Background: an optimization exercise with open tools, aiming at small area, a short achievable clock period and few clock cycles per item. Do not read the settings as production practice. No run shown here included a check of the RTL's function; only the layout flow was run.

==> flow/design.v (outline; a module is shown in full before it is edited, if it fits) <==
// module ysyx_041461_CSA: 10 lines
// module ysyx_041461_HA: 9 lines
// module ysyx_041461_MUL: 1201 lines
module ysyx_041461_MUL(
    input  wire   [0:0]  clk             ,
    input  wire   [0:0]  rst             ,
    input  wire   [0:0]  MUL_valid_in    ,
    input  wire   [1:0]  MUL_signed      ,
    input  wire   [63:0] MUL_multiplicand,
    input  wire   [63:0] MUL_multiplier  ,
    output wire   [0:0]  MUL_valid_out   ,
    output wire   [63:0] MUL_result_hi   ,
    output wire   [63:0] MUL_result_lo
);
  // ...
==> flow/run.sh <==
#!/bin/bash
# synth_recipe.tcl (not shown) runs the flow's synth.tcl, then flattens the netlist and writes it again
# the make line also repeats each setting of config.mk as NAME=value (left out here)
make -C /OpenROAD-flow-scripts/flow DESIGN_CONFIG=/design/flow/config.mk WORK_HOME=/design/flow/orfs CLKGATE_MAP_FILE= SYNTH_SCRIPT=/design/flow/synth_recipe.tcl finish
==> flow/config.mk <==
export PLATFORM = sky130hd
export DESIGN_NAME = ysyx_041461_MUL
export DESIGN_NICKNAME = ysyx_041461_MUL
export VERILOG_FILES = /design/flow/design.v
export SDC_FILE = /design/flow/constraint.sdc
export NUM_CORES = 4
export LEC_CHECK = 0
export ABC_CLOCK_PERIOD_IN_PS = 1500
export CAP_MARGIN = 20
export CELL_PAD_IN_SITES_DETAIL_PLACEMENT = 1
export CELL_PAD_IN_SITES_GLOBAL_PLACEMENT = 2
export CORE_MARGIN = 2
export CORE_UTILIZATION = 30
export SETUP_SLACK_MARGIN = 5
export SLEW_MARGIN = 20
export SYNTH_HIERARCHICAL = 1
==> flow/constraint.sdc <==
create_clock -name core_clock -period 8.0 [get_ports {clk}]
set_input_delay 1.6000 -clock core_clock [delete_from_list [all_inputs] [get_ports {clk}]]
set_output_delay 1.6000 -clock core_clock [all_outputs]
set_load 0.01 [all_outputs]
==> flow_metrics.tcl, run 1 <==
set metrics [dict create \
    fin_nets 3046 \
    placed_cells_incl_taps 3604 \
    synth_top_cell_by_area "sky130_fd_sc_hd__dfxtp_1" \
    final.hold.worst_slack_ns 0.349 \
    n_tap_cell 1144 \
    grt_pass1_wl_microns 136000 \
    synth_most_common_cell "sky130_fd_sc_hd__dfxtp_1" \
    layout.clock.cell_area_share_pct 5.67 \
    grt-ovfl-total 0 \
    worst_setup_path_startpoint "C[0]" \
    drt-initial-drc-count 1054 \
    worst-path-buf-inv 4 \
    synth_compound_gate_area_share_pct 16.9 \
    drt_pass1_iterations 5 \
    yosysWarningCount 7 \
    globalRoute.busiestLayer "met2" \
    final_cell_mix "346 x sky130_fd_sc_hd__dfxtp_1, 299 x sky130_fd_sc_hd__xnor2_1, 260 x sky130_fd_sc_hd__fa_1" \
    clock-skew-final_ns 0.0168 \
    place.detailed.hpwl_microns 66800 \
    run_status "no timing/DRC/antenna violations" \
    postRouteAntennaNets 0 \
    synth_simple_gate_area_share_pct 6.80 \
    multi_input_area_share_pct 53.1 \
    nonClockInverterCount 76 \
    cp-start-kind "flop" \
    slew_viol_final 0 \
    unrepaired_setup_endpoints_after_global_routing "true" \
    finalHoldViolations 0 \
]
==> run 2: changes to the inputs <==
--- a/flow/config.mk
+++ b/flow/config.mk
@@ -6,5 +6,5 @@
 export NUM_CORES = 4
 export LEC_CHECK = 0
-export ABC_CLOCK_PERIOD_IN_PS = 1500
+export ABC_CLOCK_PERIOD_IN_PS = 600
 export CAP_MARGIN = 20
 export CELL_PAD_IN_SITES_DETAIL_PLACEMENT = 1
==> run 2 against run 1 <==
  * Still clean on timing, DRC and antenna
  * Via count is the same
  * Core utilization unchanged
  * Worst hold slack did not move
  * Count of clock-buffer cells in the layout unchanged
  * Final cell count unchanged
  * Area after synthesis did not move
  * Final area stayed put
  * Critical endpoint unchanged
  * Highest routed layer unchanged
==> flow_metrics.tcl, run 2 <==
set metrics [dict create \
    final-setup-viol-count 0 \
    average_cell_area_after_synthesis_sq_um 10.4 \
    unrepaired_setup_endpoints_after_global_routing "true" \
    syn_inst 2458 \
    timing.setup.tns_ns 0 \
    portBuffers 261 \
    area.growth.synth_to_final_pct 22.7 \
    synth_flop_cell "sky130_fd_sc_hd__dfxtp_1" \
    final_core_utilization_pct 37.0 \
    core.rowCount 107 \
    synth.distinct_cells 76 \
    cts-root-buf "sky130_fd_sc_hd__clkbuf_16" \
    cts_tree "built" \
    avgRoutedWirePerCell_microns 24.1 \
    slew_viol_final 0 \
    postRouteAntennaNets 0 \
    fin_nets 3046 \
    floorplan.die.height_microns 296 \
    drt-initial-drc-count 1054 \
    clock.fmax_mhz 306 \
    clkSlewWorstSetupHoldPaths_ns 0.06 \
    grt_pass1_wl_microns 136000 \
    ys_seq_area_share_pct 31.7 \
    use_met1_pct 28.7 \
    initial_core_util_pct 30.2 \
    vias_in_the_first_global_route 20800 \
    final_non_filler_cell_area_sq_um 31500 \
    antenna_found_initial 4 \
    synth_enable_flop_cells 0 \
    grt_start_max_net_pins 80 \
    placed_cells_incl_taps 3604 \
    yosysWarningCount 7 \
    finalHoldViolations 0 \
    worst_ep_arrival_time_ns 3.78 \
    die-area_sq_um 87900 \
    fp.dieW_microns 296 \
    drt_pass1_iterations 5 \
    cts_hold_buf 0 \
    critPathCaptureType "flop" \
    placement.cell_area_sq_um 28500 \
    worst-setup-path-type "flop to flop" \
    r2r_setup_slack_ns 4.73 \
    pin_count 262 \
    drt-total-wl_microns 90500 \
    run_status "no timing/DRC/antenna violations" \
    critPathMaxFanout 3 \
    final_cell_mix "346 x sky130_fd_sc_hd__dfxtp_1, 299 x sky130_fd_sc_hd__xnor2_1, 260 x sky130_fd_sc_hd__fa_1" \
    netlist_top_cells_count "360 x sky130_fd_sc_hd__dfxtp_1, 301 x sky130_fd_sc_hd__xnor2_1, 263 x sky130_fd_sc_hd__fa_1" \
    hold_path_class "flop to flop" \
    drc 0 \
    post-route-period-util_pct 40.9 \
    clkLatencyLatePin_ns 0.61 \
    worstPathRequired_ns 8.51 \
    tightestPinTransition_ns 0.908 \
    floorplan.core_area_sq_um 85000 \
    ff_latch_count_synth 396 \
    cp-start-kind "flop" \
    timing.hold.worst.start "ph[9]" \
    postLayoutSetupSlackWorst_ns 4.73 \
    cts_made_buffers 51 \
    diodes_inserted 0 \
    clock-skew-final_ns 0.0168 \
    grt-ovfl-total 0 \
    worst_slew_margin_rel_pct 39.4 \
    clock_sink_count 396 \
    global_route_met3_usage_pct 3.21 \
    cts-root-to-sink-buffers 3 \
    place.detailed.hpwl_microns 66800 \
    drt-vias-per-instance 5.03 \
    largest_registers "C x75, S x75, hi x66" \
    via_count 18900 \
    finish.cell_count_without_fillers 3752 \
    final.hold.worst_slack_ns 0.349 \
    share_of_layout_cells_above_drive_strength_1_pct 13.9 \
    worst_setup_path_startpoint "C[0]" \
    detailedPlace.worstSlack_ns 4.25 \
    global_route.usage.met2_pct 33.5 \
    cts_max_level 2 \
    max_cap_violations 0 \
    layout.cells.most_common "sky130_fd_sc_hd__dfxtp_1" \
    synth_top_cell_by_area "sky130_fd_sc_hd__dfxtp_1" \
    netlist_area_sq_um 25700 \
    globalRoute.busiestLayer "met2" \
    ys_async_sr_fraction_pct 9.09 \
    netlist_top_cells_area "sky130_fd_sc_hd__dfxtp_1 28%, sky130_fd_sc_hd__fa_1 21%, sky130_fd_sc_hd__xnor2_1 10%, sky130_fd_sc_hd__a22oi_1 7.5%, sky130_fd_sc_hd__ha_1 4.0%" \
    routabilityCongestion 0.848 \
    rr_startpoint "C[0]" \
    netlist.area_leader.share_pct 28.1 \
    synth_most_common_cell "sky130_fd_sc_hd__dfxtp_1" \
    globalRouteTotalUtil_pct 20.5 \
    min_period_ns 3.27 \
]
## run 2: cell families (layout without fill, tap and decap cells)
| family | Yosys count | after routing | synth area share [%] |
|---|---|---|---|
| AOI/OAI and AO/OA | 622 | 622 | 16.9 |
| xor gates and xnor gates | 335 | 335 | 11.4 |
| adders and majority gates | 346 | 346 | 24.6 |
| buffers and inverters | 353 | 498 | 6.11 |
| DFF | 396 | 396 | 31.7 |
| muxes | 58 | 58 | 2.52 |
| other | 2 | 6 | 0.0293 |
| and+or+nand+nor | 346 | 347 | 6.80 |
## run 2: Yosys stat by module, one instance, submodules excluded
| module | times used | area, sq um | cells | flops+latches |
|---|---|---|---|---|
| ysyx_041461_MUL | 1 | 20300 | 2186 | 396 |
| ysyx_041461_CSA | 262 | 20.0 | 1 | 0 |
| ysyx_041461_HA | 10 | 12.5 | 1 | 0 |
## run 2: worst max-delay path, stage by stage, from the launching register on
cell                        delay, ns
sky130_fd_sc_hd__dfxtp_2         0.34
sky130_fd_sc_hd__ha_4            0.14
sky130_fd_sc_hd__inv_2           0.04
sky130_fd_sc_hd__fa_2            0.34
sky130_fd_sc_hd__nor2b_2         0.14
sky130_fd_sc_hd__o31a_1          0.19
sky130_fd_sc_hd__o21a_1          0.19
sky130_fd_sc_hd__o211ai_1        0.10
sky130_fd_sc_hd__buf_4           0.19
sky130_fd_sc_hd__a2111oi_4       0.40
sky130_fd_sc_hd__o21ai_2         0.12
sky130_fd_sc_hd__buf_6           0.15
sky130_fd_sc_hd__buf_8           0.14
sky130_fd_sc_hd__nor3_4          0.23
sky130_fd_sc_hd__nor2_2          0.07
sky130_fd_sc_hd__o21ai_1         0.15
sky130_fd_sc_hd__xor2_1          0.23
## run 2: metal layers
| layer | routed length (microns) | vias up |
|---|---|---|
| met5 | 0 | - |
| li1 | - | 8560 |
| met2 | 42300 | 446 |
| met3 | 4640 | 113 |
| met4 | 1800 | 0 |
| met1 | 41800 | 9747 |
## run 2: layout make-up
type,instances,area [sq um]
inverters,75,285
multi-input cells,1714,16700
clock buffers,65,1390
well taps,1144,1430
fillers,9296,53500
repair inverters,1,7.51
clock inverters,29,394
flip-flops and latches,396,8180
repair buffers,328,3090
## run 2: final timing paths
kind | to | depth (start not counted)
worst min register to register | ph[10] | 0
min in group asynchronous | sel_one1[1] | 3
worst min-delay path | ph[10] | 0
max in group asynchronous | sel_two1[0] | 3
worst max-delay path | hi[42] | 16
worst max register to register | hi[42] | 16
## run 2: what timing repair did
item | in CTS | in global routing
resized for setup | 255 | 76
setup buffers | 29 | 21
pin swaps | 45 | 47
cloned | 3 | 1
setup endpoints to repair | 289 | 117
